From an optimization exercise on the open Yosys and OpenROAD flow, aimed at small area; shortcuts taken in it are not production practice. In this exercise RTL edits were held to simulation tests only and were not proved equivalent to the original. Power and IR drop assume default switching activity.

## UartCore
module UartCore(
    input   clk,
    input   rst,
        input  [3:0]    AddrBus_i,
        input           n_ChipSelect_i,
        input           n_rd_i,
        input           n_we_i,
        input  [7:0]    DataBus_i,
        output [7:0]    DataBus_o,
        output          p_IrqSig_o,
        input           Rx_i,
        output          Tx_o
    );
    reg [2:0]   shift_rd_r1;
    reg [7:2]   UartControl_r1;              
    reg         p_RxRst_r1;
    reg         p_TxRst_r1;
    reg [7:0]   UartMode_r1;
    reg [15:0]  BaudGenerator_r1;
    reg [7:0]   BitCompensateMethod_r1;
    reg [15:0]  InterruptMask_r1;
    reg [15:0]  RxTrigLevel_r1;
    reg [15:0]  TxTrigLevel_r1;
    reg [15:0]  ReceiveTimeOutLvl_r1;
    reg [12:0]  InterruptState_r1;           
    reg [2:0]   TxFIFO_We_r1;
    reg [7:0]   DataBus_r1;
    reg [6:0]   BytesNumberInRxFifo_r1;
    reg [6:0]   BytesNumberInTxFifo_r1;
    reg [2:0]   shift_TOVR_r1;
    reg [2:0]   shift_TNFUL_r1;
    reg [2:0]   shift_TTRIG_r1;
    reg [2:0]   shift_TIMEOUT_r1;
    reg [2:0]   shift_TFUL_r1;
    reg [2:0]   shift_ParityErr_r1;
    reg [2:0]   shift_FrameErr_r1;
    reg [2:0]   shift_ROVR_r1;
    reg [2:0]   shift_TEMPTY_r1;
    reg [2:0]   shift_RFULL_r1;
    reg [2:0]   shift_REMPTY_r1;
    reg [2:0]   shift_RTRIG_r1;
    wire [1:0]  fifo_empty_w;
    wire [1:0]  fifo_full_w;
    wire [1:0]  fifo_nearfull_w;
    wire [1:0]  fifo_over_w;
    wire [6:0]  fifo_bytes_w [0:1];
    wire [7:0]  fifo_data_w  [0:1];
    wire [1:0]  fifo_n_we_w;
    wire [1:0]  fifo_n_re_w;
    wire [1:0]  fifo_n_clr_w;
    wire [7:0]  fifo_din_w   [0:1];
    wire        rx_parity_err_w;
  ...
For scale: roughly 5000 cells after synthesis, about 2400 flip-flops, about 28 I/O pins, roughly 88000 µm² of cells after synthesis.
clock: 10.0 ns
lec_check: 0
cap_margin: 20
core_margin: 2
core_utilization: 70
cts_cluster_diameter: 80
cts_cluster_size: 24
slew_margin: 20
synth_hierarchical: 1
run.sh (not shown) runs the stock make flow with config.mk's settings and CLKGATE_MAP_FILE= SYNTH_SCRIPT=/design/flow/synth_recipe.tcl, a recipe that flattens the netlist after the stock synthesis.
Rerun with:
==> flow/flow/run.sh (new file) <==
#!/bin/bash
# Layout flow: the standard flow (standard.sh) unchanged except for clock
# tree synthesis, which clusters the register clock pins in groups of at most
# 24 within 80 um (as config.mk also says) and inserts no dummy loads.
# The make output of the whole flow goes to standard_flow.log here; each
# ORFS step keeps its own log under orfs/logs/.
set -euo pipefail
cd "$(dirname "$0")/.."
export CTS_ARGS="-sink_clustering_enable -repair_clock_nets -sink_clustering_size 24 -sink_clustering_max_diameter 80 -dont_use_dummy_load"
bash standard.sh > standard_flow.log 2>&1
==> flow/standard.sh (new file) <==
#!/bin/bash
# synth_recipe.tcl (not shown) runs the flow's synth.tcl, then flattens the netlist and writes it again
# the make line also repeats each setting of config.mk as NAME=value (left out here)
make -C /OpenROAD-flow-scripts/flow DESIGN_CONFIG=/design/flow/config.mk WORK_HOME=/design/flow/orfs CLKGATE_MAP_FILE= SYNTH_SCRIPT=/design/flow/synth_recipe.tcl "${@:-finish}"
CORE_UTILIZATION = 50   (was 70)
removed: flow/run.sh
Result: Critical path depth is unchanged. Routed wire length rises by 4.3%. Global-route usage fell by 8.2 points.

========
UartCore, a different RTL version from the one above (not shown whole).
Size in the first run: ~5000 cells after synthesis, about 2400 flip-flops, about 28 I/O pins, roughly 89000 µm² of cells after synthesis.
make LEC_CHECK=0 CAP_MARGIN=20 CORE_MARGIN=2 CORE_UTILIZATION=65 CTS_CLUSTER_DIAMETER=80 CTS_CLUSTER_SIZE=24 SLEW_MARGIN=20 SYNTH_HIERARCHICAL=1 finish   # period 10.0 ns
Stock flow here: none of the scripts above is used.
The first run passed the timing, design-rule and antenna checks.
Rerun with:
--- a/flow/config.mk
+++ b/flow/config.mk
@@ -9,3 +9,3 @@
 export CORE_MARGIN = 2
-export CORE_UTILIZATION = 65
+export CORE_UTILIZATION = 40
 export CTS_CLUSTER_DIAMETER = 80
Worst setup slack gains 0.022 ns.
Die area grows by about 60%.
Via count is lower by 1.5%.
Utilization went down by 26 points.
Flip-flop and latch count stays the same.
Total power rose by 1.2%.
Combinational power is about the same.

separate check: timing with driven ports:
In the flow no input, the clock included, has a driving cell. The finished layouts below were timed again as built, in two steps.
Step 1: set_driving_cell puts a clkbuf_16 on clk and a buf_2 on each other input, an assumption about the parent block.
Step 2 moves the port delays by t, midway between the first and last clock arrival at a register: inputs arrive t later, outputs are due t later. That takes back most of the time a late clock gives input paths.
Slacks: ideal / step 1 / step 2; pairs: ideal / step 1.
| run | t, ns | slack for setup (ns) | worst setup path after step 2 | slew at the worst register clock pin (ns) | cell pins on the clock port's net |
|---|---|---|---|---|---|
| the first run of note 1 | 0.843 | 4.703 / 4.765 / 3.922 | input to register | 0.11 / 0.11 | 1 |
| the second run of note 1 | 0.838 | 4.480 / 4.540 / 3.703 | input to register | 0.10 / 0.10 | 1 |
| the first run of note 2 | 0.820 | 4.572 / 4.627 / 3.807 | input to register | 0.10 / 0.10 | 1 |
| the second run of note 2 | 0.869 | 4.594 / 4.652 / 3.783 | input to register | 0.10 / 0.10 | 1 |
After both steps every run listed still meets setup and hold. The setup slack of the second run of note 2, which loses most, moves by +0.058 ns with the drivers and by -0.811 ns with both steps.
